Source: an optimization exercise on an open RTL-to-GDS flow (aim: small area). Production flows keep margins and buffers that such runs may drop.
Where RTL was checked, it was by simulation tests only, not by an equivalence proof against the original.
Only the layout flow was run in runs 1 and 2; the RTL was not checked for function there.

$ cat flow/flow/run.sh
#!/bin/bash
# Own layout flow: the standard ORFS flow (standard.sh) with smaller port buffers
# and no CTS dummy loads. Everything else, including synthesis, is the standard flow.
set -euo pipefail
bash standard.sh \
  BUFFER_PORTS_ARGS="-buffer_cell sky130_fd_sc_hd__buf_1" \
  CTS_ARGS="-sink_clustering_enable -repair_clock_nets -buf_list sky130_fd_sc_hd__clkbuf_16 -sink_clustering_size 100 -sink_clustering_max_diameter 400 -dont_use_dummy_load" \
  finish > standard_flow.log 2>&1
$ cat flow/standard.sh
#!/bin/bash
# synth_recipe.tcl (not shown) runs the flow's synth.tcl, then flattens the netlist and writes it again
# the make line also repeats each setting of config.mk as NAME=value (left out here)
make -C /OpenROAD-flow-scripts/flow DESIGN_CONFIG=/design/flow/config.mk WORK_HOME=/design/flow/orfs CLKGATE_MAP_FILE= SYNTH_SCRIPT=/design/flow/synth_recipe.tcl "${@:-finish}"
$ cat flow/config.mk
export PLATFORM = sky130hd
export DESIGN_NAME = fir
export DESIGN_NICKNAME = fir
export VERILOG_FILES = /design/flow/design.v
export SDC_FILE = /design/flow/constraint.sdc
export NUM_CORES = 4
export LEC_CHECK = 0
export CAP_MARGIN = 0
export CORE_MARGIN = 2
export CORE_UTILIZATION = 65
export GPL_TIMING_DRIVEN = 0
export SLEW_MARGIN = 0
export SYNTH_HIERARCHICAL = 1
export SYNTH_MINIMUM_KEEP_SIZE = 0
$ cat flow/constraint.sdc
create_clock -name core_clock -period 10.0 [get_ports {clk}]
set_input_delay 2.0000 -clock core_clock [delete_from_list [all_inputs] [get_ports {clk}]]
set_output_delay 2.0000 -clock core_clock [all_outputs]
set_load 0.01 [all_outputs]
$ cat flow/design.v
module fir (
    input  wire       clk,
    input  wire       rst_n,
    input  wire [3:0] din,
    output wire [3:0] dout
);
reg [3:0] sr0;
reg [3:0] sr1;
reg [3:0] sr2;
reg [3:0] sr3;
reg [3:0] sr4;
reg [3:0] sr5;
reg [3:0] sr6;
reg [3:0] sr7;
reg [3:0] sr8;
reg [3:0] sr9;
reg [3:0] sr10;
reg [3:0] sr11;
reg [3:0] sr12;
reg [3:0] sr13;
reg [3:0] sr14;
reg [3:0] sr15;
reg [3:0] sr16;
reg [3:0] sr17;
reg [3:0] sr18;
reg [3:0] sr19;
reg [3:0] sr20;
reg [3:0] sr21;
reg [3:0] sr22;
reg [3:0] sr23;
reg [3:0] sr24;
reg [3:0] sr25;
reg [3:0] dout_r;
wire [3:0] dout_nx;
always @(posedge clk or negedge rst_n) begin
    if (!rst_n) begin
        sr0 <= 4'b1000;
        sr1 <= 4'b1000;
        sr2 <= 4'b1000;
        sr3 <= 4'b1000;
        sr4 <= 4'b1000;
        sr5 <= 4'b1000;
        sr6 <= 4'b1000;
        sr7 <= 4'b1000;
        sr8 <= 4'b1000;
        sr9 <= 4'b1000;
        sr10 <= 4'b1000;
        sr11 <= 4'b1000;
        sr12 <= 4'b1000;
        sr13 <= 4'b1000;
        sr14 <= 4'b1000;
        sr15 <= 4'b1000;
        sr16 <= 4'b1000;
        sr17 <= 4'b1000;
        sr18 <= 4'b1000;
        sr19 <= 4'b1000;
        sr20 <= 4'b1000;
        sr21 <= 4'b1000;
        sr22 <= 4'b1000;
        sr23 <= 4'b1000;
        sr24 <= 4'b1000;
        sr25 <= 4'b1000;
        dout_r <= 4'b1000;
    end else begin
        sr0 <= din;
        sr1 <= sr0;
        sr2 <= sr1;
        sr3 <= sr2;
        sr4 <= sr3;
        sr5 <= sr4;
        sr6 <= sr5;
        sr7 <= sr6;
        sr8 <= sr7;
        sr9 <= sr8;
        sr10 <= sr9;
        sr11 <= sr10;
        sr12 <= sr11;
        sr13 <= sr12;
        sr14 <= sr13;
        sr15 <= sr14;
        sr16 <= sr15;
        sr17 <= sr16;
        sr18 <= sr17;
        sr19 <= sr18;
        sr20 <= sr19;
        sr21 <= sr20;
        sr22 <= sr21;
        sr23 <= sr22;
        sr24 <= sr23;
        sr25 <= sr24;
        dout_r <= dout_nx;
    end
end
wire c10, c100, c102, c104, c106, c108, c111, c113, c115, c117, c119, c12;
wire c121, c123, c125, c127, c129, c131, c133, c135, c137, c139, c14, c141;
wire c144, c146, c148, c150, c152, c154, c156, c158, c16, c160, c162, c164;
wire c166, c168, c170, c172, c174, c176, c178, c18, c181, c183, c185, c187;
wire c189, c191, c193, c195, c197, c199, c2, c20, c201, c203, c205, c207;
wire c209, c211, c213, c216, c218, c22, c220, c222, c224, c226, c228, c230;
wire c232, c234, c236, c238, c24, c240, c244, c246, c248, c250, c252, c254;
wire c256, c258, c26, c260, c262, c264, c266, c268, c270, c273, c275, c277;
wire c279, c28, c281, c283, c285, c287, c291, c293, c295, c297, c30, c301;
wire c303, c305, c307, c309, c311, c313, c315, c317, c319, c32, c321, c323;
wire c325, c327, c34, c36, c38, c4, c40, c42, c44, c46, c48, c50;
wire c52, c54, c56, c58, c6, c60, c62, c64, c66, c68, c70, c72;
wire c75, c77, c79, c8, c81, c83, c85, c87, c90, c92, c94, c96;
wire c98, n109, n142, n179, n214, n241, n242, n271, n288, n289, n298, n299;
wire n73, n88, s1, s101, s103, s105, s107, s11, s110, s112, s114, s116;
wire s118, s120, s122, s124, s126, s128, s13, s130, s132, s134, s136, s138;
wire s140, s143, s145, s147, s149, s15, s151, s153, s155, s157, s159, s161;
wire s163, s165, s167, s169, s17, s171, s173, s175, s177, s180, s182, s184;
wire s186, s188, s19, s190, s192, s194, s196, s198, s200, s202, s204, s206;
wire s208, s21, s210, s212, s215, s217, s219, s221, s223, s225, s227, s229;
wire s23, s231, s233, s235, s237, s239, s243, s245, s247, s249, s25, s251;
wire s253, s255, s257, s259, s261, s263, s265, s267, s269, s27, s272, s274;
wire s276, s278, s280, s282, s284, s286, s29, s290, s292, s294, s296, s3;
wire s300, s302, s304, s31, s320, s322, s324, s326, s33, s35, s37, s39;
wire s41, s43, s45, s47, s49, s5, s51, s53, s55, s57, s59, s61;
wire s63, s65, s67, s69, s7, s71, s76, s78, s80, s82, s84, s86;
wire s89, s9, s91, s93, s95, s97, s99;
ha us1 (.a(sr2[0]), .b(sr22[0]), .s(s1), .co(c2));
fa us3 (.a(sr2[1]), .b(sr22[1]), .c(c2), .s(s3), .co(c4));
fa us5 (.a(sr2[2]), .b(sr22[2]), .c(c4), .s(s5), .co(c6));
fa us7 (.a(sr2[3]), .b(sr22[3]), .c(c6), .s(s7), .co(c8));
ha us9 (.a(sr6[0]), .b(sr18[0]), .s(s9), .co(c10));
fa us11 (.a(sr6[1]), .b(sr18[1]), .c(c10), .s(s11), .co(c12));
fa us13 (.a(sr6[2]), .b(sr18[2]), .c(c12), .s(s13), .co(c14));
fa us15 (.a(sr6[3]), .b(sr18[3]), .c(c14), .s(s15), .co(c16));
ha us17 (.a(sr7[0]), .b(sr17[0]), .s(s17), .co(c18));
fa us19 (.a(sr7[1]), .b(sr17[1]), .c(c18), .s(s19), .co(c20));
fa us21 (.a(sr7[2]), .b(sr17[2]), .c(c20), .s(s21), .co(c22));
fa us23 (.a(sr7[3]), .b(sr17[3]), .c(c22), .s(s23), .co(c24));
ha us25 (.a(sr9[0]), .b(sr15[0]), .s(s25), .co(c26));
fa us27 (.a(sr9[1]), .b(sr15[1]), .c(c26), .s(s27), .co(c28));
fa us29 (.a(sr9[2]), .b(sr15[2]), .c(c28), .s(s29), .co(c30));
fa us31 (.a(sr9[3]), .b(sr15[3]), .c(c30), .s(s31), .co(c32));
ha us33 (.a(sr10[0]), .b(sr14[0]), .s(s33), .co(c34));
fa us35 (.a(sr10[1]), .b(sr14[1]), .c(c34), .s(s35), .co(c36));
fa us37 (.a(sr10[2]), .b(sr14[2]), .c(c36), .s(s37), .co(c38));
fa us39 (.a(sr10[3]), .b(sr14[3]), .c(c38), .s(s39), .co(c40));
ha us41 (.a(sr11[0]), .b(sr13[0]), .s(s41), .co(c42));
fa us43 (.a(sr11[1]), .b(sr13[1]), .c(c42), .s(s43), .co(c44));
fa us45 (.a(sr11[2]), .b(sr13[2]), .c(c44), .s(s45), .co(c46));
fa us47 (.a(sr11[3]), .b(sr13[3]), .c(c46), .s(s47), .co(c48));
ha us49 (.a(sr8[0]), .b(sr16[0]), .s(s49), .co(c50));
fa us51 (.a(sr8[1]), .b(sr16[1]), .c(c50), .s(s51), .co(c52));
fa us53 (.a(sr8[2]), .b(sr16[2]), .c(c52), .s(s53), .co(c54));
fa us55 (.a(sr8[3]), .b(sr16[3]), .c(c54), .s(s55), .co(c56));
ha us57 (.a(sr12[0]), .b(s49), .s(s57), .co(c58));
fa us59 (.a(sr12[1]), .b(c58), .c(s51), .s(s59), .co(c60));
fa us61 (.a(sr12[2]), .b(s53), .c(c60), .s(s61), .co(c62));
fa us63 (.a(sr12[3]), .b(s55), .c(c62), .s(s63), .co(c64));
ha us65 (.a(c56), .b(c64), .s(s65), .co(c66));
fa us67 (.a(sr3[0]), .b(sr21[0]), .c(s25), .s(s67), .co(c68));
fa us69 (.a(sr25[0]), .b(s9), .c(s41), .s(s69), .co(c70));
fa us71 (.a(s49), .b(s69), .c(din[0]), .s(s71), .co(c72));
assign n73 = ~s71;
assign c75 = s67 | n73;
fa us76 (.a(sr3[1]), .b(sr21[1]), .c(s1), .s(s76), .co(c77));
fa us78 (.a(s17), .b(s27), .c(c68), .s(s78), .co(c79));
fa us80 (.a(s76), .b(s78), .c(c75), .s(s80), .co(c81));
fa us82 (.a(sr25[1]), .b(s11), .c(s43), .s(s82), .co(c83));
fa us84 (.a(s51), .b(c70), .c(s82), .s(s84), .co(c85));
fa us86 (.a(din[1]), .b(s84), .c(c72), .s(s86), .co(c87));
assign n88 = ~s86;
fa us89 (.a(sr0[0]), .b(sr24[0]), .c(sr3[2]), .s(s89), .co(c90));
fa us91 (.a(sr21[2]), .b(s89), .c(s57), .s(s91), .co(c92));
fa us93 (.a(s3), .b(s19), .c(c77), .s(s93), .co(c94));
fa us95 (.a(s29), .b(s91), .c(c79), .s(s95), .co(c96));
fa us97 (.a(s93), .b(s95), .c(c81), .s(s97), .co(c98));
fa us99 (.a(sr25[2]), .b(sr5[0]), .c(sr19[0]), .s(s99), .co(c100));
fa us101 (.a(s33), .b(s99), .c(s13), .s(s101), .co(c102));
fa us103 (.a(s45), .b(s53), .c(c83), .s(s103), .co(c104));
fa us105 (.a(c85), .b(s101), .c(s103), .s(s105), .co(c106));
fa us107 (.a(din[2]), .b(s105), .c(c87), .s(s107), .co(c108));
assign n109 = ~s107;
fa us110 (.a(sr0[1]), .b(sr24[1]), .c(sr3[3]), .s(s110), .co(c111));
fa us112 (.a(sr21[3]), .b(sr4[0]), .c(sr20[0]), .s(s112), .co(c113));
fa us114 (.a(s17), .b(c90), .c(s110), .s(s114), .co(c115));
fa us116 (.a(s112), .b(s57), .c(s114), .s(s116), .co(c117));
fa us118 (.a(c92), .b(s5), .c(s21), .s(s118), .co(c119));
fa us120 (.a(c94), .b(s59), .c(s116), .s(s120), .co(c121));
fa us122 (.a(s31), .b(c96), .c(s118), .s(s122), .co(c123));
fa us124 (.a(s120), .b(s122), .c(c98), .s(s124), .co(c125));
fa us126 (.a(sr25[3]), .b(sr5[1]), .c(sr19[1]), .s(s126), .co(c127));
fa us128 (.a(s1), .b(s9), .c(s25), .s(s128), .co(c129));
fa us130 (.a(s33), .b(c100), .c(s126), .s(s130), .co(c131));
fa us132 (.a(s35), .b(s128), .c(s130), .s(s132), .co(c133));
fa us134 (.a(s132), .b(s15), .c(s47), .s(s134), .co(c135));
fa us136 (.a(s55), .b(c102), .c(c104), .s(s136), .co(c137));
fa us138 (.a(din[3]), .b(c106), .c(s134), .s(s138), .co(c139));
fa us140 (.a(s136), .b(s138), .c(c108), .s(s140), .co(c141));
assign n142 = ~s140;
fa us143 (.a(sr0[2]), .b(sr24[2]), .c(sr4[1]), .s(s143), .co(c144));
fa us145 (.a(sr20[1]), .b(s41), .c(c111), .s(s145), .co(c146));
fa us147 (.a(c113), .b(s143), .c(s19), .s(s147), .co(c148));
fa us149 (.a(c115), .b(s145), .c(s59), .s(s149), .co(c150));
fa us151 (.a(s147), .b(c117), .c(c32), .s(s151), .co(c152));
fa us153 (.a(s7), .b(s23), .c(c119), .s(s153), .co(c154));
fa us155 (.a(s61), .b(s149), .c(c121), .s(s155), .co(c156));
fa us157 (.a(s151), .b(c123), .c(s153), .s(s157), .co(c158));
fa us159 (.a(s155), .b(s157), .c(c125), .s(s159), .co(c160));
fa us161 (.a(sr5[2]), .b(sr19[2]), .c(s25), .s(s161), .co(c162));
fa us163 (.a(c127), .b(s3), .c(s11), .s(s163), .co(c164));
fa us165 (.a(s27), .b(s35), .c(c129), .s(s165), .co(c166));
fa us167 (.a(s161), .b(c131), .c(s37), .s(s167), .co(c168));
fa us169 (.a(s163), .b(s165), .c(c133), .s(s169), .co(c170));
fa us171 (.a(c16), .b(c48), .c(c56), .s(s171), .co(c172));
fa us173 (.a(s167), .b(s169), .c(c135), .s(s173), .co(c174));
fa us175 (.a(c137), .b(s171), .c(c139), .s(s175), .co(c176));
fa us177 (.a(s173), .b(s175), .c(c141), .s(s177), .co(c178));
assign n179 = ~s177;
fa us180 (.a(sr0[3]), .b(sr24[3]), .c(sr4[2]), .s(s180), .co(c181));
fa us182 (.a(sr20[2]), .b(c144), .c(s180), .s(s182), .co(c183));
fa us184 (.a(s43), .b(c146), .c(s182), .s(s184), .co(c185));
fa us186 (.a(s21), .b(c148), .c(s184), .s(s186), .co(c187));
fa us188 (.a(c8), .b(c24), .c(s61), .s(s188), .co(c189));
fa us190 (.a(c150), .b(c152), .c(s186), .s(s190), .co(c191));
fa us192 (.a(c154), .b(s63), .c(s188), .s(s192), .co(c193));
fa us194 (.a(c156), .b(s190), .c(c158), .s(s194), .co(c195));
fa us196 (.a(s192), .b(s194), .c(c160), .s(s196), .co(c197));
fa us198 (.a(sr5[3]), .b(sr19[3]), .c(s27), .s(s198), .co(c199));
fa us200 (.a(c162), .b(s5), .c(s13), .s(s200), .co(c201));
fa us202 (.a(s29), .b(s37), .c(c164), .s(s202), .co(c203));
fa us204 (.a(c166), .b(s198), .c(s39), .s(s204), .co(c205));
fa us206 (.a(c168), .b(s200), .c(s202), .s(s206), .co(c207));
fa us208 (.a(c170), .b(c172), .c(s204), .s(s208), .co(c209));
fa us210 (.a(s206), .b(c174), .c(s208), .s(s210), .co(c211));
fa us212 (.a(c176), .b(s210), .c(c178), .s(s212), .co(c213));
assign n214 = ~s212;
fa us215 (.a(sr4[3]), .b(sr20[3]), .c(s41), .s(s215), .co(c216));
fa us217 (.a(c181), .b(s215), .c(c183), .s(s217), .co(c218));
fa us219 (.a(s45), .b(c185), .c(s217), .s(s219), .co(c220));
fa us221 (.a(s23), .b(c187), .c(s219), .s(s221), .co(c222));
fa us223 (.a(s63), .b(c189), .c(s65), .s(s223), .co(c224));
fa us225 (.a(c191), .b(s221), .c(c193), .s(s225), .co(c226));
fa us227 (.a(s223), .b(c195), .c(s225), .s(s227), .co(c228));
fa us229 (.a(s29), .b(c199), .c(c40), .s(s229), .co(c230));
fa us231 (.a(s7), .b(s15), .c(s31), .s(s231), .co(c232));
fa us233 (.a(s39), .b(c201), .c(c203), .s(s233), .co(c234));
fa us235 (.a(c205), .b(s229), .c(c207), .s(s235), .co(c236));
fa us237 (.a(s231), .b(s233), .c(c209), .s(s237), .co(c238));
fa us239 (.a(s235), .b(c211), .c(s237), .s(s239), .co(c240));
assign n241 = ~c213;
assign n242 = ~s239;
fa us243 (.a(s227), .b(n242), .c(n241), .s(s243), .co(c244));
assign s245 = ~(c197 ^ s243);
assign c246 = c197 | s243;
fa us247 (.a(sr12[0]), .b(s43), .c(c216), .s(s247), .co(c248));
fa us249 (.a(s247), .b(c218), .c(c24), .s(s249), .co(c250));
fa us251 (.a(s47), .b(c220), .c(s249), .s(s251), .co(c252));
fa us253 (.a(c66), .b(s65), .c(c222), .s(s253), .co(c254));
fa us255 (.a(s251), .b(c224), .c(s253), .s(s255), .co(c256));
fa us257 (.a(c226), .b(s255), .c(c228), .s(s257), .co(c258));
fa us259 (.a(s257), .b(c244), .c(c246), .s(s259), .co(c260));
fa us261 (.a(c8), .b(c16), .c(c32), .s(s261), .co(c262));
fa us263 (.a(c40), .b(s31), .c(c230), .s(s263), .co(c264));
fa us265 (.a(c232), .b(c234), .c(s261), .s(s265), .co(c266));
fa us267 (.a(s263), .b(c236), .c(s265), .s(s267), .co(c268));
fa us269 (.a(c238), .b(s267), .c(c240), .s(s269), .co(c270));
assign n271 = ~s269;
assign s272 = ~(n271 ^ s259);
assign c273 = n271 | s259;
fa us274 (.a(sr12[1]), .b(s45), .c(c248), .s(s274), .co(c275));
fa us276 (.a(c48), .b(s274), .c(c250), .s(s276), .co(c277));
fa us278 (.a(c66), .b(c252), .c(s276), .s(s278), .co(c279));
fa us280 (.a(c254), .b(s278), .c(c256), .s(s280), .co(c281));
fa us282 (.a(s280), .b(c258), .c(c260), .s(s282), .co(c283));
fa us284 (.a(c32), .b(c262), .c(c264), .s(s284), .co(c285));
fa us286 (.a(c266), .b(s284), .c(c268), .s(s286), .co(c287));
assign n288 = ~c270;
assign n289 = ~s286;
fa us290 (.a(n289), .b(n288), .c(c273), .s(s290), .co(c291));
fa us292 (.a(sr12[2]), .b(s47), .c(c275), .s(s292), .co(c293));
fa us294 (.a(s292), .b(c277), .c(c279), .s(s294), .co(c295));
fa us296 (.a(s294), .b(c281), .c(c283), .s(s296), .co(c297));
assign n298 = ~c285;
assign n299 = ~c287;
fa us300 (.a(n298), .b(n299), .c(c291), .s(s300), .co(c301));
fa us302 (.a(sr12[3]), .b(c48), .c(c293), .s(s302), .co(c303));
fa us304 (.a(s302), .b(c295), .c(c297), .s(s304), .co(c305));
assign c307 = n88 & s80;
assign c309 = (n109 & c307) | (n109 & s97) | (c307 & s97);
assign c311 = (n142 & s124) | (n142 & c309) | (s124 & c309);
assign c313 = (n179 & s159) | (n179 & c311) | (s159 & c311);
assign c315 = (n214 & s196) | (n214 & c313) | (s196 & c313);
assign c317 = s245 & c315;
assign c319 = c317 & s272;
fa us320 (.a(s282), .b(c319), .c(s290), .s(s320), .co(c321));
fa us322 (.a(s296), .b(s300), .c(c321), .s(s322), .co(c323));
fa us324 (.a(c301), .b(s304), .c(c323), .s(s324), .co(c325));
fa us326 (.a(c303), .b(c305), .c(c325), .s(s326), .co(c327));
wire [4:0] q = {c327, s326, s324, s322, s320};
assign dout_nx = q[4] ? {1'b1, {3{q[3]}} | q[2:0]} : {1'b0, {3{q[3]}} & q[2:0]};
assign dout = dout_r;
endmodule
module fa (input wire a, input wire b, input wire c, output wire s, output wire co);
assign s = a ^ b ^ c;
assign co = (a & b) | (a & c) | (b & c);
endmodule
module ha (input wire a, input wire b, output wire s, output wire co);
assign s = a ^ b;
assign co = a & b;
endmodule
==> summary.txt, run 1 <==
Clocking
  – Post-CTS Setup Bufs: 0
  – Hold Buf Count CTS: 0
  – Post-CTS sizing: 0
  – CTS tree: yes
  – Longest Clk Path Bufs: 2
  – Root buf cell: clkbuf_16
  – Clock Pin Slew Worst Setup and Hold Paths: 0.07 ns
  – # clock sinks: 108
  – TritonCTS buffer count: 9
  – Clock insertion delay at the later pin of the skew report: 0.34 ns
  – H-tree levels: 3

Critical path
  – Worst R2R Setup Slack: 1.57 ns
  – Worst-path fanout max: 3
  – Arrival time worst endpoint: 8.64 ns
  – RR Endpoint: dout_r[0]$_DFF_PN0_
  – Worst R2R Start: sr11[0]$_DFF_PN0_
  – Required time worst endpoint: 10.21 ns
  – R2r worst-path depth: 24
  – Worst setup path category: flip-flop to flip-flop
  – Crit. End Element: flip-flop
  – Crit path launch type: flip-flop

Outcome
  – Outcome: timing/DRC/antenna clean

Logic synthesis
  – Synth Area in Adders: 50.9%
  – Syn Inst Count: 284
  – Sequential cell area fraction in the yosys report: 47.2%
  – Most common cell in the synthesized netlist: fa_1
  – Post-synth EDFFs: 0
  – Primary FF master, synth: dfrtp_1
  – Avg Inst Size Synth: 20.4 sq um
  – Synth top area share: 47.6%
  – Main combinational cell family by area after synthesis: adder cells
  – Syn. warnings: 7
  – Flops & latches, synth: 108
  – Mux cell area share after synthesis: 0%
  – Main area contributors after synthesis: fa_1 (48%), dfrtp_1 (35%), dfstp_2 (12%), ha_1 (2.4%), inv_1 (0.97%)
  – Synth async-reset ratio: 100%
  – Post-synthesis compound-gate area fraction: 0.604%
  – Syn_nets: 439
  – Simple-Gate Fraction of Synth Area: 0.367%
  – Synth cell count leaders: fa_1 (138), dfrtp_1 (81), dfstp_2 (27), inv_1 (15), ha_1 (11)
  – Dominant cell type by area after synthesis: fa_1
  – Mapped cell area: 5800 sq um
  – Synth cell types: 14
  – XOR/XNOR Fraction of Synth Area: 0%

Place
  – Pre-CTS setup slack: 1.49 ns
  – HPWL after DPL: 8550 um
  – PortBufs: 9
  – Gpl congestion: 0.820

Floorplan
  – Initial core utilization: 66.8%
  – Chip height: 98.5 um
  – Num ports: 10
  – Full die area: 9700 sq um
  – Core ar.: 8680 sq um
  – FP Rows: 34
  – DIE WIDTH: 98.5 um

Timing
  – Min Clock Period, post-route: 8.43 ns
  – RSZ-0062 raised after global routing: no
  – Setup violators final: 0
  – Hold_ws: 0.341 ns
  – Final Hold Fails: 0
  – Headroom to the max-slew limit: 49.8%
  – Max Freq: 0.119 GHz
  – Fin worst setup slack: 1.57 ns
  – Final period util: 84.3%
  – Final Max Slew Viols: 0
  – Setup_tns: 0 ns
  – Post-Route Skew: 0.0139 ns
  – Least-Margin Pin Slew: 0.753 ns

Routing
  – Highest routed layer: met4
  – 1st-iter DRT viols: 108
  – Initial DRT Pass Iterations: 5
  – WL/cell: 24.0 um
  – Met2 wire len: 5160 um
  – DR vias: 2261
  – Vias per inst: 5.49
  – Final antenna-violating net count: 0
  – DRT met1 WL: 4270 um
  – Total wire length: 9890 um
  – Residual DRC: 0
  – Met3 wire length: 374 um

Min path
  – Hold Path Sink: sr24[2]$_DFF_PN0_
  – Hold crit path type: flip-flop to flip-flop
  – Hold Startpoint: sr23[2]$_DFF_PN0_
  – Hold Path Depth: 0

Cells and area
  – Nets: 461
  – Antenna cell count: 0
  – Share of cells above drive strength 1: 14.1%
  – Area grow syn2layout: 7.51%
  – Fill cell count: 541
  – FF+latch area: 2740 sq um
  – Utilization after layout: 71.9%
  – Multi-input gate area: 3010 sq um

GRT
  – First-pass GRT wire length: 17000 um
  – Grt total ovfl: 0
  – Tot GR Track Use: 25.0%
  – Number of global-route vias before repair: 2883
  – Initial antenna violation count: 0
  – Largest net degree at the start of global routing: 42

Run
  – Maximum Capacitance Violations: 0
==> layer usage <==
layer  up-vias  GRT usage (%)
met5         -              0
met4         0           4.43
met3         9           5.25
met2        39           39.5
met1      1301           38.4
li1        912              -
==> worst max-delay path, stage by stage (launching register included) <==
cell,delay (ns)
dfrtp_1,0.40
ha_1,0.22
fa_1,0.67
fa_1,0.48
fa_1,0.41
fa_1,0.45
fa_1,0.49
fa_1,0.43
fa_1,0.39
fa_1,0.36
inv_1,0.07
fa_1,0.40
inv_1,0.07
ha_1,0.14
inv_1,0.05
fa_1,0.48
inv_1,0.04
ha_1,0.19
inv_1,0.06
fa_1,0.42
fa_1,0.40
fa_1,0.40
fa_1,0.40
fa_1,0.49
maj3_1,0.37
==> per-module statistics from Yosys (local to each module, per instance) <==
module | flip-flops and latches | times used | area, sq um | cells inside
ha | 0 | 9 | 12.5 | 1
fa | 0 | 138 | 20.0 | 1
fir | 108 | 1 | 2930 | 137
==> per-stage QoR <==
stage / instances / instance area [sq um]
4_1_cts: 412 / 6240
3_3_place_gp: 401 / 5970
2_1_floorplan: 284 / 5800
3_5_place_dp: 403 / 6010
6_report: 412 / 6240
5_1_grt: 412 / 6240
==> layout by cell type (no fill, tap or decap) <==
master	n
nor2b_2	1
nand2b_1	1
dfrtp_1	81
maj3_1	4
ha_1	11
a2111oi_2	1
o21ai_2	1
fa_1	138
dfstp_2	27
inv_1	15
buf_1	8
buf_12	2
maj3_2	1
a21oi_1	1
buf_2	1
clkbuf_16	9
o22ai_1	1
nor2b_1	1
==> worst max-delay path by stage <==
stage / slack, ns / startpoint / to
floorplan: 1.84 / din[0] / dout_r[0]$_DFF_PN0_
global placement: 1.51 / din[0] / dout_r[0]$_DFF_PN0_
detailed placement: 1.49 / din[0] / dout_r[0]$_DFF_PN0_
CTS: 1.52 / sr11[0]$_DFF_PN0_ / dout_r[0]$_DFF_PN0_
global route: 1.22 / sr11[0]$_DFF_PN0_ / dout_r[0]$_DFF_PN0_
finish: 1.57 / sr11[0]$_DFF_PN0_ / dout_r[0]$_DFF_PN0_
==> kinds of logic (layout without fill, tap and decap cells) <==
kind of cell / count (synthesis) / in the layout
and+or+nand+nor: 3 / 3
adders and majority gates: 154 / 154
buffers and inverters: 15 / 35
DFF: 108 / 108
AOI/OAI and AO/OA: 4 / 4
==> final cells by class <==
type | instances | area share [%]
Multi-Input combinational cell | 161 | 48.2
Inverter | 15 | 0.903
Tap cell | 108 | 2.17
Sequential cell | 108 | 43.9
Clock buffer | 9 | 3.61
Timing Repair Buffer | 11 | 1.20
==> run 2, diff against run 1 <==
==> flow/flow/run.sh (replaced) <==
#!/bin/bash
# Own layout flow: the standard ORFS flow (standard.sh) with smaller port buffers
# and no CTS dummy loads. Everything else, including synthesis, is the standard flow.
set -euo pipefail
bash standard.sh \
  BUFFER_PORTS_ARGS="-buffer_cell sky130_fd_sc_hd__buf_1" \
  CTS_ARGS="-repair_clock_nets -buf_list sky130_fd_sc_hd__clkbuf_16 -root_buf sky130_fd_sc_hd__clkbuf_16 -distance_between_buffers 500 -dont_use_dummy_load" \
  finish > standard_flow.log 2>&1
==> summary.txt, run 2 <==
Cells and area
  – Commonest non-fill, non-tap cell in the layout: fa_1
  – Multi-input gate area: 3010 sq um
  – Fill cell count: 541
  – Most frequent cells in the layout: fa_1 (138), dfrtp_1 (81), dfstp_2 (27)
  – Nets: 461
  – Share of cells above drive strength 1: 14.1%
  – Area grow syn2layout: 7.51%
  – Antenna cell count: 0
  – FF+latch area: 2740 sq um

Critical path
  – Crit. End Element: flip-flop
  – Worst setup path category: flip-flop to flip-flop
  – Crit path launch type: flip-flop
  – Required time worst endpoint: 10.21 ns
  – Arrival time worst endpoint: 8.64 ns
  – CP cell instances: ha_1 > fa_1 > fa_1 > fa_1 > fa_1 > fa_1 > fa_1 > fa_1 > fa_1 > inv_1 > fa_1 > inv_1 > ha_1 > inv_1 > fa_1 > inv_1 > ha_1 > inv_1 > fa_1 > fa_1 > fa_1 > fa_1 > fa_1 > maj3_1
  – Number of buffers and inverters on the critical path: 5
  – CP delay by family, top: adder cells
  – Worst-path fanout max: 3
  – CP dominant cell by count: fa_1
  – CP max-delay cell: fa_1
  – CP peak stage delay: 0.67 ns

Logic synthesis
  – Syn Inst Count: 284
  – Main area contributors after synthesis: fa_1 (48%), dfrtp_1 (35%), dfstp_2 (12%), ha_1 (2.4%), inv_1 (0.97%)
  – Synth cell types: 14
  – Flops & latches, synth: 108
  – Primary FF master, synth: dfrtp_1
  – Syn. warnings: 7
  – Most common cell in the synthesized netlist: fa_1
  – Avg Inst Size Synth: 20.4 sq um
  – Mapped cell area: 5800 sq um
  – Synth top area share: 47.6%
  – Post-synth EDFFs: 0
  – Sequential cell area fraction in the yosys report: 47.2%
  – Syn_nets: 439
  – Dominant cell type by area after synthesis: fa_1
  – Synth async-reset ratio: 100%
  – Synth cell count leaders: fa_1 (138), dfrtp_1 (81), dfstp_2 (27), inv_1 (15), ha_1 (11)

Run
  – Maximum Capacitance Violations: 0

Clocking
  – H-tree levels: 3
  – Clock Pin Slew Worst Setup and Hold Paths: 0.07 ns
  – Root buf cell: clkbuf_16
  – TritonCTS buffer count: 9
  – Clock insertion delay at the later pin of the skew report: 0.34 ns
  – # clock sinks: 108
  – Post-CTS sizing: 0
  – Longest Clk Path Bufs: 2
  – CTS tree: yes
  – Hold Buf Count CTS: 0
  – Post-CTS Setup Bufs: 0

Floorplan
  – Initial core utilization: 66.8%
  – Num ports: 10
  – Core ar.: 8680 sq um
  – FP Rows: 34
  – Chip height: 98.5 um
  – DIE WIDTH: 98.5 um
  – Full die area: 9700 sq um

GRT
  – Grt peak-use layer: met2
  – First-pass GRT wire length: 17000 um
  – Grt total ovfl: 0
  – Largest net degree at the start of global routing: 42
  – GRT met2 Usage: 39.5%
  – Number of global-route vias before repair: 2883
  – M3 GR Usage: 5.25%
  – GR Util met1: 38.4%
  – Initial antenna violation count: 0
  – Tot GR Track Use: 25.0%

Place
  – PortBufs: 9
  – HPWL after DPL: 8550 um
  – Gpl congestion: 0.820

Min path
  – Hold crit path type: flip-flop to flip-flop

Routing
  – Initial DRT Pass Iterations: 5
  – Vias per inst: 5.49
  – Total wire length: 9890 um
  – Final antenna-violating net count: 0
  – DR vias: 2261
  – WL/cell: 24.0 um
  – 1st-iter DRT viols: 108
  – Residual DRC: 0

Outcome
  – Outcome: timing/DRC/antenna clean

Timing
  – Final period util: 84.3%
  – Min Clock Period, post-route: 8.43 ns
  – Setup_tns: 0 ns
  – Hold_ws: 0.341 ns
  – Final Max Slew Viols: 0
  – RSZ-0062 raised after global routing: no
  – Post-Route Skew: 0.0139 ns
  – Max Freq: 0.119 GHz
  – Setup violators final: 0
  – Least-Margin Pin Slew: 0.753 ns
  – Final Hold Fails: 0
  – Headroom to the max-slew limit: 49.8%
[run 2: cell counts in the layout (fill, tap and decap cells not counted)]
Identical to the previous run, type by type.
[run 2: final cells by class]
type	instances	share of cell area [%]
Inverter	15	0.903
Timing Repair Buffer	11	1.20
Sequential cell	108	43.9
Tap cell	108	2.17
Clock buffer	9	3.61
Multi-Input combinational cell	161	48.2
[run 2: path summary, 6_finish.rpt]
check                             startpoint                   to  slack [ns]  depth (start not counted)
setup / recovery           sr11[0]$_DFF_PN0_  dout_r[0]$_DFF_PN0_        1.57                         24
hold / removal             sr23[2]$_DFF_PN0_    sr24[2]$_DFF_PN0_        0.34                          0
setup reg to reg           sr11[0]$_DFF_PN0_  dout_r[0]$_DFF_PN0_        1.57                         24
hold reg to reg            sr23[2]$_DFF_PN0_    sr24[2]$_DFF_PN0_        0.34                          0
max in group asynchronous              rst_n    sr18[3]$_DFF_PN1_        7.28                          3
min in group asynchronous              rst_n     sr4[2]$_DFF_PN0_        1.73                          1
[run 2: cell families after synthesis]
family,Yosys count,share of synthesized area [%]
AND/OR/NAND/NOR,3,0.367
buffers and inverters,15,0.971
AO/OA/AOI/OAI,4,0.604
flip-flops,108,47.2
adder cells (fa/ha/maj),154,50.9
[run 2: layer usage]
layer / vias to the layer above / part of all wire (%)
met3: 9 / 3.8
met4: 0 / 0.83
met5: - / 0
met1: 1301 / 43
li1: 912 / -
met2: 39 / 52
[run 2: through the flow]
| stage | instances | worst slack (ns) | area (sq um) | utilization (%) |
|---|---|---|---|---|
| 3_5_place_dp | 403 | 1.49 | 6010 | 69.3 |
| 4_1_cts | 412 | 1.52 | 6240 | 71.9 |
| 3_3_place_gp | 401 | 1.51 | 5970 | 68.8 |
| 6_report | 412 | 1.57 | 6240 | 71.9 |
| 2_1_floorplan | 284 | 1.84 | 5800 | - |
| 5_1_grt | 412 | 1.22 | 6240 | 71.9 |
[run 2: per-module statistics from Yosys, one instance, submodules excluded]
module	times used	cell area, sq um	flip-flops and latches	cells
fir	1	2930	108	137
fa	138	20.0	0	1
ha	9	12.5	0	1
==> run 3, diff against run 2 <==
--- a/flow/design.v
+++ b/flow/design.v
@@ -292,5 +292,5 @@
 fa us326 (.a(c303), .b(c305), .c(c325), .s(s326), .co(c327));
 wire [4:0] q = {c327, s326, s324, s322, s320};
-assign dout_nx = q[4] ? {1'b1, {3{q[3]}} | q[2:0]} : {1'b0, {3{q[3]}} & q[2:0]};
+assign dout_nx = {q[4], ({3{q[4]}} & {3{q[3]}}) | ({3{q[4]}} & q[2:0]) | ({3{q[3]}} & q[2:0])};
 assign dout = dout_r;
 endmodule
==> flow/flow/run.sh (replaced) <==
#!/bin/bash
# Own layout flow: the standard ORFS flow (standard.sh) with smaller port buffers
# and no CTS dummy loads. Everything else, including synthesis, is the standard flow.
set -euo pipefail
bash standard.sh \
  BUFFER_PORTS_ARGS="-buffer_cell sky130_fd_sc_hd__buf_1" \
  CTS_ARGS="-sink_clustering_enable -repair_clock_nets -buf_list sky130_fd_sc_hd__clkbuf_8 -dont_use_dummy_load" \
  finish > standard_flow.log 2>&1
==> summary.txt, run 3 <==
Critical path
  – CP delay by family, top: adder cells
  – R2r worst-path depth: 24
  – CP dominant cell by count: fa_1
  – Number of buffers and inverters on the critical path: 5
  – Worst setup path category: flip-flop to flip-flop
  – Crit. End Element: flip-flop
  – Worst R2R Setup Slack: 1.59 ns
  – Required time worst endpoint: 10.25 ns
  – Worst R2R Start: sr11[0]$_DFF_PN0_
  – RR Endpoint: dout_r[1]$_DFF_PN0_
  – Arrival time worst endpoint: 8.66 ns
  – CP peak stage delay: 0.69 ns
  – Worst-path fanout max: 3
  – CP cell instances: ha_1 > fa_1 > fa_1 > fa_1 > fa_1 > fa_1 > fa_1 > fa_1 > fa_1 > inv_1 > fa_1 > inv_1 > ha_1 > inv_1 > fa_1 > inv_1 > ha_1 > inv_1 > fa_1 > fa_1 > fa_1 > fa_1 > fa_1 > maj3_1
  – Crit path launch type: flip-flop
  – CP max-delay cell: fa_1

Timing
  – Max Freq: 0.119 GHz
  – Headroom to the max-slew limit: 62.7%
  – Final Max Slew Viols: 0
  – Setup_tns: 0 ns
  – Final period util: 84.1%
  – Hold_ws: 0.340 ns
  – RSZ-0062 raised after global routing: no
  – Final Hold Fails: 0
  – Post-Route Skew: 0.0232 ns
  – Min Clock Period, post-route: 8.41 ns
  – Least-Margin Pin Slew: 0.559 ns
  – Setup violators final: 0

Min path
  – Hold Startpoint: sr1[1]$_DFF_PN0_
  – Hold crit path type: flip-flop to flip-flop
  – Hold Path Sink: sr2[1]$_DFF_PN0_
  – Hold Path Depth: 0

Routing
  – WL/cell: 24.0 um
  – Total wire length: 9880 um
  – 1st-iter DRT viols: 95
  – Vias per inst: 5.50
  – Residual DRC: 0
  – DR vias: 2268
  – Initial DRT Pass Iterations: 4
  – Final antenna-violating net count: 0

GRT
  – Tot GR Track Use: 25.0%
  – Initial antenna violation count: 0
  – Grt total ovfl: 0
  – First-pass GRT wire length: 16800 um
  – Number of global-route vias before repair: 2869
  – Largest net degree at the start of global routing: 45

Outcome
  – Outcome: timing/DRC/antenna clean

Logic synthesis
  – Syn_nets: 439
  – Synth async-reset ratio: 100%
  – Synth cell types: 14
  – Post-synth EDFFs: 0
  – Dominant cell type by area after synthesis: fa_1
  – Main area contributors after synthesis: fa_1 (48%), dfrtp_1 (35%), dfstp_2 (12%), ha_1 (2.4%), inv_1 (0.97%)
  – Flops & latches, synth: 108
  – Sequential cell area fraction in the yosys report: 47.2%
  – Synth top area share: 47.6%
  – Avg Inst Size Synth: 20.4 sq um
  – Synth cell count leaders: fa_1 (138), dfrtp_1 (81), dfstp_2 (27), inv_1 (15), ha_1 (11)
  – Syn. warnings: 7
  – Mapped cell area: 5800 sq um
  – Syn Inst Count: 284
  – Most common cell in the synthesized netlist: fa_1
  – Primary FF master, synth: dfrtp_1

Cells and area
  – Utilization after layout: 70.7%
  – Area grow syn2layout: 5.76%
  – Fill cell count: 559
  – Share of cells above drive strength 1: 14.1%
  – Antenna cell count: 0
  – Most frequent cells in the layout: fa_1 (138), dfrtp_1 (81), dfstp_2 (27)
  – Commonest non-fill, non-tap cell in the layout: fa_1
  – Nets: 461
  – FF+latch area: 2740 sq um
  – Multi-input gate area: 3010 sq um

Floorplan
  – Chip height: 98.5 um
  – Initial core utilization: 66.8%
  – DIE WIDTH: 98.5 um
  – Num ports: 10
  – Core ar.: 8680 sq um
  – Full die area: 9700 sq um
  – FP Rows: 34

Place
  – Gpl congestion: 0.839
  – HPWL after DPL: 8540 um
  – PortBufs: 9

Clocking
  – CTS tree: yes
  – Clock insertion delay at the later pin of the skew report: 0.37 ns
  – TritonCTS buffer count: 9
  – Longest Clk Path Bufs: 2
  – Post-CTS Setup Bufs: 0
  – Hold Buf Count CTS: 0
  – # clock sinks: 108
  – Root buf cell: clkbuf_8
  – H-tree levels: 3
  – Post-CTS sizing: 0
  – Clock Pin Slew Worst Setup and Hold Paths: 0.10 ns

Run
  – Maximum Capacitance Violations: 0
-- run 3: worst max-delay path by stage --
stage                     endpoint  slack [ns]  cells past startpoint               from
3_3_place_gp   dout_r[1]$_DFF_PN0_        1.53                     22             din[0]
3_5_place_dp   dout_r[1]$_DFF_PN0_        1.53                     22             din[0]
4_1_cts        dout_r[1]$_DFF_PN0_        1.56                     24  sr11[0]$_DFF_PN0_
5_1_grt        dout_r[1]$_DFF_PN0_        1.24                     24  sr11[0]$_DFF_PN0_
2_1_floorplan  dout_r[0]$_DFF_PN0_        1.86                     21             din[0]
6_report       dout_r[1]$_DFF_PN0_        1.59                     24  sr11[0]$_DFF_PN0_
-- run 3: logic make-up (layout without fill, tap and decap cells) --
group / Yosys count / count (layout) / synth area share, %
compound gates: 4 / 4 / 0.604
flops: 108 / 108 / 47.2
simple gates: 3 / 3 / 0.367
fa+ha+maj: 154 / 154 / 50.9
buf+inv: 15 / 35 / 0.971
-- run 3: area by class of cell --
class,instances,area share [%]
Multi-Input combinational cell,161,49.0
Clock buffer,9,2.02
Sequential cell,108,44.6
Inverter,15,0.918
Timing Repair Buffer,11,1.22
Tap cell,108,2.20
-- run 3: stage by stage --
step	worst slack, ns	std cells	area [sq um]
floorplan	1.86	284	5800
global placement	1.53	401	5970
detailed placement	1.53	403	6010
CTS	1.56	412	6130
global route	1.24	412	6130
finish	1.59	412	6130
-- run 3: routing by layer --
| metal | GRT usage [%] | vias to the layer above | wire (um) |
|---|---|---|---|
| li1 | - | 911 | - |
| met1 | 37.2 | 1309 | 4220 |
| met3 | 4.33 | 12 | 287 |
| met4 | 6.32 | 0 | 133 |
| met5 | 0 | - | 0 |
| met2 | 40.3 | 36 | 5240 |
-- run 3: per-module statistics from Yosys (local to each module, per instance) --
module | flip-flops and latches | times used | cells inside
fa | 0 | 138 | 1
fir | 108 | 1 | 137
ha | 0 | 9 | 1
==> run 4, diff against run 3 <==
==> flow/flow/run.sh (replaced) <==
#!/bin/bash
# Own layout flow: the standard ORFS flow (standard.sh, including its synthesis) with
#  - the smallest buffer on the data ports (every port still gets its buffer),
#  - one buf_8 as the reset input buffer (set before repair_design, so no reset buffer tree),
#  - no CTS dummy loads.
# Each make step's full log stays under orfs/logs/; make's own output goes to standard_flow.log.
set -euo pipefail
bash standard.sh \
  BUFFER_PORTS_ARGS="-buffer_cell sky130_fd_sc_hd__buf_1" \
  PRE_RESIZE_TCL="$PWD/flow/pre_resize.tcl" \
  CTS_ARGS="-sink_clustering_enable -repair_clock_nets -buf_list sky130_fd_sc_hd__clkbuf_8 -dont_use_dummy_load" \
  finish > standard_flow.log 2>&1
==> flow/flow/pre_resize.tcl (new file) <==
# Drive the reset net from its (strong) input buffer alone, instead of a weak
# input buffer followed by a tree of repair buffers.
set block [ord::get_db_block]
set master [[ord::get_db] findMaster sky130_fd_sc_hd__buf_8]
set net [$block findNet rst_n]
foreach iterm [$net getITerms] {
  set inst [$iterm getInst]
  if {[string match "sky130_fd_sc_hd__buf_*" [[$inst getMaster] getName]]} {
    puts "pre_resize: [$inst getName] -> sky130_fd_sc_hd__buf_8"
    $inst swapMaster $master
  }
}
==> summary.txt, run 4 <==
Clocking
  – Clock Pin Slew Worst Setup and Hold Paths: 0.09 ns
  – CTS tree: yes
  – Longest Clk Path Bufs: 2
  – Post-CTS sizing: 0
  – H-tree levels: 3
  – # clock sinks: 108
  – TritonCTS buffer count: 9
  – Clock insertion delay at the later pin of the skew report: 0.37 ns
  – Hold Buf Count CTS: 0
  – Root buf cell: clkbuf_8
  – Post-CTS Setup Bufs: 0

Logic synthesis
  – Synth async-reset ratio: 100%
  – Syn Inst Count: 284
  – Synth top area share: 47.6%
  – Syn_nets: 439
  – Post-synth EDFFs: 0
  – Mapped cell area: 5800 sq um
  – Main area contributors after synthesis: fa_1 (48%), dfrtp_1 (35%), dfstp_2 (12%), ha_1 (2.4%), inv_1 (0.97%)
  – Sequential cell area fraction in the yosys report: 47.2%
  – Most common cell in the synthesized netlist: fa_1
  – Primary FF master, synth: dfrtp_1
  – Syn. warnings: 7
  – Synth cell count leaders: fa_1 (138), dfrtp_1 (81), dfstp_2 (27), inv_1 (15), ha_1 (11)
  – Synth cell types: 14
  – Avg Inst Size Synth: 20.4 sq um
  – Dominant cell type by area after synthesis: fa_1
  – Flops & latches, synth: 108

Routing
  – Initial DRT Pass Iterations: 4
  – Vias per inst: 5.39
  – Residual DRC: 0
  – 1st-iter DRT viols: 84
  – DR vias: 2208
  – Final antenna-violating net count: 0
  – Total wire length: 9780 um
  – WL/cell: 23.8 um

Cells and area
  – Fill cell count: 559
  – Antenna cell count: 0
  – Share of cells above drive strength 1: 13.6%
  – Commonest non-fill, non-tap cell in the layout: fa_1
  – FF+latch area: 2740 sq um
  – Nets: 459
  – Utilization after layout: 70.3%
  – Area grow syn2layout: 5.24%
  – Multi-input gate area: 3010 sq um
  – Final instance area: 6100 sq um
  – Most frequent cells in the layout: fa_1 (138), dfrtp_1 (81), dfstp_2 (27)

Floorplan
  – DIE WIDTH: 98.5 um
  – Full die area: 9700 sq um
  – FP Rows: 34
  – Initial core utilization: 66.8%
  – Num ports: 10
  – Core ar.: 8680 sq um
  – Chip height: 98.5 um

Timing
  – Final Hold Fails: 0
  – Setup violators final: 0
  – Setup_tns: 0 ns
  – Fin worst setup slack: 1.60 ns
  – Least-Margin Pin Slew: 0.756 ns
  – RSZ-0062 raised after global routing: no
  – Min Clock Period, post-route: 8.40 ns
  – Headroom to the max-slew limit: 49.6%
  – Hold_ws: 0.342 ns
  – Final period util: 84.0%
  – Max Freq: 0.119 GHz
  – Post-Route Skew: 0.0224 ns
  – Final Max Slew Viols: 0

GRT
  – Number of global-route vias before repair: 2806
  – Initial antenna violation count: 0
  – Largest net degree at the start of global routing: 109
  – First-pass GRT wire length: 16600 um
  – Grt total ovfl: 0
  – Tot GR Track Use: 24.7%

Critical path
  – Worst setup path category: flip-flop to flip-flop
  – Crit path launch type: flip-flop
  – Required time worst endpoint: 10.25 ns
  – Crit. End Element: flip-flop
  – Worst-path fanout max: 3
  – Arrival time worst endpoint: 8.65 ns

Run
  – Maximum Capacitance Violations: 0

Place
  – Placed Instance Area: 5980 sq um
  – PortBufs: 9
  – HPWL after DPL: 8370 um
  – Pre-CTS setup slack: 1.52 ns
  – Gpl congestion: 0.839

Outcome
  – Outcome: timing/DRC/antenna clean

Min path
  – Hold crit path type: flip-flop to flip-flop
## run 4: cell count changes in the layout (fill, tap and decap cells not counted)
| cell | change |
|---|---|
| buf_8 | +1 |
| buf_12 | -2 |
| buf_2 | -1 |
## run 4: final timing paths
kind | startpoint | to | slack [ns] | depth (start not counted)
min in group asynchronous | rst_n | sr23[2]$_DFF_PN0_ | 1.66 | 1
max | sr11[0]$_DFF_PN0_ | dout_r[1]$_DFF_PN0_ | 1.60 | 24
max reg2reg | sr11[0]$_DFF_PN0_ | dout_r[1]$_DFF_PN0_ | 1.60 | 24
max in group asynchronous | rst_n | sr6[2]$_DFF_PN0_ | 7.79 | 1
min reg2reg | sr1[2]$_DFF_PN0_ | sr2[2]$_DFF_PN0_ | 0.34 | 0
min | sr1[2]$_DFF_PN0_ | sr2[2]$_DFF_PN0_ | 0.34 | 0
## run 4: cell families (layout without fill, tap and decap cells)
family,count (synthesis),count (layout),share of synthesized area (%)
AOI/OAI and AO/OA,4,4,0.604
adders and majority gates,154,154,50.9
DFF,108,108,47.2
buffers and inverters,15,33,0.971
and+or+nand+nor,3,3,0.367
## run 4: metrics by stage
stage	std cells
2_1_floorplan	284
3_3_place_gp	401
3_5_place_dp	401
4_1_cts	410
5_1_grt	410
6_report	410
## run 4: worst max-delay path: stages (launching register included)
cell	delay, ns
dfrtp_1	0.40
ha_1	0.22
fa_1	0.68
fa_1	0.50
fa_1	0.41
fa_1	0.46
fa_1	0.42
fa_1	0.47
fa_1	0.42
fa_1	0.36
inv_1	0.07
fa_1	0.41
inv_1	0.07
ha_1	0.14
inv_1	0.05
fa_1	0.48
inv_1	0.05
ha_1	0.19
inv_1	0.06
fa_1	0.43
fa_1	0.39
fa_1	0.39
fa_1	0.39
fa_1	0.48
maj3_1	0.35
## run 4: area by class of cell
| class | instances | area share (%) |
|---|---|---|
| multi-input combinational | 161 | 49.3 |
| sequential | 108 | 44.8 |
| tap | 108 | 2.21 |
| clock buffer | 9 | 2.03 |
| inverter | 15 | 0.922 |
| timing repair buffer | 9 | 0.738 |
## run 4: routing by layer
metal	global-route usage, %	up-vias	routed length, um
met5	0	-	0
met4	6.64	0	201
met3	5.32	13	263
met2	38.3	25	5020
met1	37.3	1265	4290
li1	-	905	-
## run 4: per-module statistics from Yosys (local to each module, per instance)
| module | cell area, sq um | cells | flip-flops and latches |
|---|---|---|---|
| fir | 2930 | 137 | 108 |
| fa | 20.0 | 1 | 0 |
| ha | 12.5 | 1 | 0 |
==> run 5, diff against run 4 <==
--- a/flow/flow/run.sh
+++ b/flow/flow/run.sh
@@ -2,5 +2,5 @@
 # Own layout flow: the standard ORFS flow (standard.sh, including its synthesis) with
 #  - the smallest buffer on the data ports (every port still gets its buffer),
-#  - one buf_8 as the reset input buffer (set before repair_design, so no reset buffer tree),
+#  - one buf_4 as the reset input buffer (set before repair_design, so no reset buffer tree),
 #  - no CTS dummy loads.
 # Each make step's full log stays under orfs/logs/; make's own output goes to standard_flow.log.
==> flow/flow/pre_resize.tcl (replaced) <==
# Drive the reset net from its (strong) input buffer alone, instead of a weak
# input buffer followed by a tree of repair buffers.
set block [ord::get_db_block]
set master [[ord::get_db] findMaster sky130_fd_sc_hd__buf_4]
set net [$block findNet rst_n]
foreach iterm [$net getITerms] {
  set inst [$iterm getInst]
  if {[string match "sky130_fd_sc_hd__buf_*" [[$inst getMaster] getName]]} {
    puts "pre_resize: [$inst getName] -> sky130_fd_sc_hd__buf_4"
    $inst swapMaster $master
  }
}
==> summary.txt, run 5 <==
Outcome
  – Outcome: timing/DRC/antenna clean

Clocking
  – Clock Pin Slew Worst Setup and Hold Paths: 0.09 ns
  – # clock sinks: 108
  – Post-CTS Setup Bufs: 0
  – CTS tree: yes
  – Post-CTS sizing: 0
  – Clock insertion delay at the later pin of the skew report: 0.36 ns
  – Root buf cell: clkbuf_8
  – TritonCTS buffer count: 9
  – Hold Buf Count CTS: 0
  – Longest Clk Path Bufs: 2
  – H-tree levels: 3

Timing
  – Setup_tns: 0 ns
  – Setup violators final: 0
  – Headroom to the max-slew limit: 67.4%
  – Min Clock Period, post-route: 8.41 ns
  – RSZ-0062 raised after global routing: no
  – Max Freq: 0.119 GHz
  – Least-Margin Pin Slew: 0.489 ns
  – Final period util: 84.1%
  – Final Max Slew Viols: 0
  – Post-Route Skew: 0.0203 ns
  – Final Hold Fails: 0

Routing
  – Initial DRT Pass Iterations: 4
  – 1st-iter DRT viols: 88
  – WL/cell: 23.7 um
  – DR vias: 2212
  – Total wire length: 9750 um
  – Vias per inst: 5.38
  – Final antenna-violating net count: 0
  – Residual DRC: 0

Place
  – Placed Instance Area: 5970 sq um
  – PortBufs: 9
  – Gpl congestion: 0.839
  – HPWL after DPL: 8370 um

Logic synthesis
  – Syn Inst Count: 284
  – Synth cell count leaders: fa_1 (138), dfrtp_1 (81), dfstp_2 (27), inv_1 (15), ha_1 (11)
  – Flops & latches, synth: 108
  – Syn. warnings: 7
  – Syn_nets: 439
  – Synth async-reset ratio: 100%
  – Main area contributors after synthesis: fa_1 (48%), dfrtp_1 (35%), dfstp_2 (12%), ha_1 (2.4%), inv_1 (0.97%)
  – Mapped cell area: 5800 sq um
  – Sequential cell area fraction in the yosys report: 47.2%
  – Most common cell in the synthesized netlist: fa_1
  – Synth top area share: 47.6%
  – Synth cell types: 14
  – Dominant cell type by area after synthesis: fa_1
  – Post-synth EDFFs: 0
  – Primary FF master, synth: dfrtp_1
  – Avg Inst Size Synth: 20.4 sq um

Cells and area
  – Nets: 460
  – Most frequent cells in the layout: fa_1 (138), dfrtp_1 (81), dfstp_2 (27)
  – Final instance area: 6130 sq um
  – Share of cells above drive strength 1: 13.9%
  – Area grow syn2layout: 5.65%
  – Utilization after layout: 70.6%
  – Antenna cell count: 0
  – Commonest non-fill, non-tap cell in the layout: fa_1

GRT
  – First-pass GRT wire length: 16700 um
  – Number of global-route vias before repair: 2845
  – Tot GR Track Use: 24.9%
  – Grt total ovfl: 0
  – Largest net degree at the start of global routing: 109
  – Initial antenna violation count: 0

Critical path
  – Worst-path fanout max: 3
  – Crit path from: sr11[0]$_DFF_PN0_
  – Worst R2R Start: sr11[0]$_DFF_PN0_
  – Crit path launch type: flip-flop
  – Required time worst endpoint: 10.24 ns
  – Arrival time worst endpoint: 8.66 ns
  – Crit. End Element: flip-flop
  – Worst setup path category: flip-flop to flip-flop

Floorplan
  – Full die area: 9700 sq um
  – Initial core utilization: 66.8%
  – Chip height: 98.5 um
  – Core ar.: 8680 sq um
  – FP Rows: 34
  – DIE WIDTH: 98.5 um
  – Num ports: 10

Run
  – Maximum Capacitance Violations: 0

Min path
  – Hold Startpoint: sr1[1]$_DFF_PN0_
  – Hold crit path type: flip-flop to flip-flop
==> run 5: cell count changes in the layout (fill, tap and decap cells not counted) <==
cell | previous run | this run
buf_6 | 0 | 1
buf_16 | 0 | 1
buf_8 | 1 | 0
==> run 5: final timing paths <==
check                      cells after the start                  end  slack, ns
max in group asynchronous                      2     sr7[3]$_DFF_PN1_       7.91
max reg2reg                                   24  dout_r[1]$_DFF_PN0_       1.59
min in group asynchronous                      1     sr4[2]$_DFF_PN0_       1.40
max                                           24  dout_r[1]$_DFF_PN0_       1.59
min                                            0     sr2[1]$_DFF_PN0_       0.34
min reg2reg                                    0     sr2[1]$_DFF_PN0_       0.34
==> run 5: Yosys stat by module, one instance, submodules excluded <==
| module | times used | cells inside | cell area (sq um) |
|---|---|---|---|
| fir | 1 | 137 | 2930 |
| ha | 9 | 1 | 12.5 |
| fa | 138 | 1 | 20.0 |
==> run 5: cells by family (layout without fill, tap and decap cells) <==
group | after synthesis | after routing | synth area share (%)
AOI/OAI and AO/OA | 4 | 4 | 0.604
adders and majority gates | 154 | 154 | 50.9
buffers and inverters | 15 | 34 | 0.971
DFF | 108 | 108 | 47.2
and+or+nand+nor | 3 | 3 | 0.367
==> run 5: metal layers <==
| metal | global-route usage, % | share of wire (%) | vias to the layer above |
|---|---|---|---|
| met5 | 0 | 0 | - |
| li1 | - | - | 906 |
| met4 | 6.22 | 1.5 | 0 |
| met3 | 6.24 | 3.2 | 9 |
| met1 | 37.3 | 43 | 1264 |
| met2 | 38.5 | 52 | 33 |
==> run 5: cell type report <==
| type | instances | area, sq um |
|---|---|---|
| Tap cell | 108 | 135 |
| Fill cell | 557 | 2550 |
| Clock buffer | 9 | 124 |
| Timing Repair Buffer | 10 | 68.8 |
| Multi-Input combinational cell | 161 | 3010 |
| Inverter | 15 | 56.3 |
| Sequential cell | 108 | 2740 |
==> run 5: metrics by stage <==
stage                     hold slack, ns  setup slack (ns)  cells
final                              0.342              1.59    411
after global routing               0.346              1.27    411
after CTS                          0.344              1.57    410
after detailed placement           0.336              1.53    401
after global placement             0.332              1.53    401
after floorplan                    0.331              1.86    284
==> run 5: worst max-delay path, cell delays in order, from the launching register on <==
cell and delay [ns]:
dfrtp_1 0.41, ha_1 0.22, fa_1 0.69, fa_1 0.51
fa_1 0.41, fa_1 0.46, fa_1 0.50, fa_1 0.42
fa_1 0.39, fa_1 0.36, inv_1 0.07, fa_1 0.41
inv_1 0.07, ha_1 0.13, inv_1 0.05, fa_1 0.48
inv_1 0.05, ha_1 0.19, inv_1 0.06, fa_1 0.42
fa_1 0.39, fa_1 0.39, fa_1 0.39, fa_1 0.49
maj3_1 0.35
==> run 6, diff against run 5 <==
--- a/flow/flow/run.sh
+++ b/flow/flow/run.sh
@@ -2,5 +2,5 @@
 # Own layout flow: the standard ORFS flow (standard.sh, including its synthesis) with
 #  - the smallest buffer on the data ports (every port still gets its buffer),
-#  - one buf_4 as the reset input buffer (set before repair_design, so no reset buffer tree),
+#  - one buf_6 as the reset input buffer (set before repair_design, so no reset buffer tree),
 #  - no CTS dummy loads.
 # Each make step's full log stays under orfs/logs/; make's own output goes to standard_flow.log.
==> flow/flow/pre_resize.tcl (replaced) <==
# Drive the reset net from its (strong) input buffer alone, instead of a weak
# input buffer followed by a tree of repair buffers.
set block [ord::get_db_block]
set master [[ord::get_db] findMaster sky130_fd_sc_hd__buf_6]
set net [$block findNet rst_n]
foreach iterm [$net getITerms] {
  set inst [$iterm getInst]
  if {[string match "sky130_fd_sc_hd__buf_*" [[$inst getMaster] getName]]} {
    puts "pre_resize: [$inst getName] -> sky130_fd_sc_hd__buf_6"
    $inst swapMaster $master
  }
}
==> summary.txt, run 6 <==
Outcome
  – Outcome: timing/DRC/antenna clean

GRT
  – Initial antenna violation count: 0
  – First-pass GRT wire length: 16600 um
  – Largest net degree at the start of global routing: 109
  – Tot GR Track Use: 24.8%
  – Number of global-route vias before repair: 2824
  – Grt total ovfl: 0

Critical path
  – Required time worst endpoint: 10.25 ns
  – CP cell instances: ha_1 > fa_1 > fa_1 > fa_1 > fa_1 > fa_1 > fa_1 > fa_1 > fa_1 > inv_1 > fa_1 > inv_1 > ha_1 > inv_1 > fa_1 > inv_1 > ha_1 > inv_1 > fa_1 > fa_1 > fa_1 > fa_1 > fa_1 > maj3_1
  – CP peak stage delay: 0.69 ns
  – Arrival time worst endpoint: 8.65 ns
  – Worst setup path category: flip-flop to flip-flop
  – Number of buffers and inverters on the critical path: 5
  – Worst-path fanout max: 3
  – CP delay by family, top: adder cells
  – CP max-delay cell: fa_1
  – CP dominant cell by count: fa_1
  – Crit. End Element: flip-flop
  – Crit path launch type: flip-flop

Routing
  – 1st-iter DRT viols: 66
  – Vias per inst: 5.44
  – Initial DRT Pass Iterations: 4
  – Residual DRC: 0
  – DR vias: 2230
  – Final antenna-violating net count: 0
  – WL/cell: 23.9 um
  – Total wire length: 9780 um

Logic synthesis
  – Dominant cell type by area after synthesis: fa_1
  – Synth async-reset ratio: 100%
  – Syn Inst Count: 284
  – Most common cell in the synthesized netlist: fa_1
  – Sequential cell area fraction in the yosys report: 47.2%
  – Syn. warnings: 7
  – Mapped cell area: 5800 sq um
  – Main area contributors after synthesis: fa_1 (48%), dfrtp_1 (35%), dfstp_2 (12%), ha_1 (2.4%), inv_1 (0.97%)
  – Synth cell count leaders: fa_1 (138), dfrtp_1 (81), dfstp_2 (27), inv_1 (15), ha_1 (11)
  – Flops & latches, synth: 108
  – Syn_nets: 439
  – Avg Inst Size Synth: 20.4 sq um
  – Synth top area share: 47.6%
  – Post-synth EDFFs: 0
  – Primary FF master, synth: dfrtp_1
  – Synth cell types: 14

Place
  – PortBufs: 9
  – HPWL after DPL: 8380 um
  – Gpl congestion: 0.839

Cells and area
  – Commonest non-fill, non-tap cell in the layout: fa_1
  – Area grow syn2layout: 5.18%
  – Share of cells above drive strength 1: 13.6%
  – Most frequent cells in the layout: fa_1 (138), dfrtp_1 (81), dfstp_2 (27)
  – Nets: 459
  – Antenna cell count: 0

Floorplan
  – Full die area: 9700 sq um
  – Chip height: 98.5 um
  – DIE WIDTH: 98.5 um
  – Num ports: 10
  – Initial core utilization: 66.8%
  – FP Rows: 34
  – Core ar.: 8680 sq um

Clocking
  – Root buf cell: clkbuf_8
  – TritonCTS buffer count: 9
  – Clock insertion delay at the later pin of the skew report: 0.36 ns
  – # clock sinks: 108
  – Hold Buf Count CTS: 0
  – Post-CTS Setup Bufs: 0
  – CTS tree: yes
  – Post-CTS sizing: 0
  – H-tree levels: 3
  – Longest Clk Path Bufs: 2
  – Clock Pin Slew Worst Setup and Hold Paths: 0.09 ns

Timing
  – RSZ-0062 raised after global routing: no
  – Final Hold Fails: 0
  – Hold_ws: 0.341 ns
  – Min Clock Period, post-route: 8.40 ns
  – Setup_tns: 0 ns
  – Final Max Slew Viols: 0
  – Headroom to the max-slew limit: 39.3%
  – Final period util: 84.0%
  – Post-Route Skew: 0.0225 ns
  – Least-Margin Pin Slew: 0.910 ns
  – Max Freq: 0.119 GHz
  – Setup violators final: 0

Run
  – Maximum Capacitance Violations: 0

Min path
  – Hold crit path type: flip-flop to flip-flop
## run 6: cell count changes in the layout (fill, tap and decap cells not counted)
cell    previous run  this run
buf_16             1         0
## run 6: cells by family after synthesis
logic type,after synthesis,synth area share [%]
flip-flops,108,47.2
AO/OA/AOI/OAI,4,0.604
AND/OR/NAND/NOR,3,0.367
adder cells (fa/ha/maj),154,50.9
buffers and inverters,15,0.971
## run 6: area by class of cell
type / count / area (sq um)
Multi-Input combinational cell: 161 / 3010
Tap cell: 108 / 135
Sequential cell: 108 / 2740
Timing Repair Buffer: 9 / 41.3
Clock buffer: 9 / 124
Fill cell: 563 / 2580
Inverter: 15 / 56.3
## run 6: through the flow
step,instances,utilization [%],instance area (sq um),worst slack [ns]
after floorplan,284,-,5800,1.86
after global placement,401,68.8,5970,1.53
after detailed placement,401,68.9,5980,1.53
after CTS,410,70.3,6100,1.55
after global routing,410,70.3,6100,1.27
final,410,70.3,6100,1.60
## run 6: per-layer routing
layer | GRT usage (%) | part of all wire [%] | vias to the layer above
li1 | - | - | 903
met1 | 37.6 | 43 | 1288
met2 | 37.8 | 51 | 26
met3 | 5.82 | 2.8 | 13
met4 | 7.38 | 2.5 | 0
met5 | 0 | 0 | -
## run 6: final timing paths
path / start / cells after the start / slack, ns / to
max in group asynchronous: rst_n / 1 / 7.64 / sr19[2]$_DFF_PN0_
hold reg to reg: sr1[2]$_DFF_PN0_ / 0 / 0.34 / sr2[2]$_DFF_PN0_
setup reg to reg: sr11[0]$_DFF_PN0_ / 24 / 1.60 / dout_r[1]$_DFF_PN0_
min in group asynchronous: rst_n / 1 / 1.73 / sr23[2]$_DFF_PN0_
setup / recovery: sr11[0]$_DFF_PN0_ / 24 / 1.60 / dout_r[1]$_DFF_PN0_
hold / removal: sr1[2]$_DFF_PN0_ / 0 / 0.34 / sr2[2]$_DFF_PN0_
## run 6: per-module statistics from Yosys (local to each module, per instance)
module / cells inside / times used / cell area [sq um]
fir: 137 / 1 / 2930
ha: 1 / 9 / 12.5
fa: 1 / 138 / 20.0

[static timing again, ports no longer ideal]
How much do the figures lean on ideal ports? The routed layouts below were timed once more, with nothing changed but the port constraints. Step 1, drivers: a clkbuf_16 drives clk and a buf_2 each remaining input, both assumed. Step 2 also shifts input and output timing later by t, the mid clock arrival at the registers, as if the neighbouring blocks saw the same clock. a / b / c = ideal ports / drivers / drivers and shift; a / b = the first two.
run	shift t [ns]	slack for setup (ns)	worst setup path after step 2	worst data-port slew with drivers (ns)
run 1	0.367	1.570 / 1.570 / 1.445	input to register	0.03
run 2	0.367	1.570 / 1.570 / 1.445	input to register	0.03
run 3	0.391	1.592 / 1.592 / 1.530	input to register	0.03
run 4	0.390	1.600 / 1.600 / 1.514	input to register	0.05
run 5	0.388	1.589 / 1.589 / 1.531	input to register	0.04
run 6	0.388	1.604 / 1.604 / 1.548	input to register	0.04
After both steps every run listed still meets setup and hold.
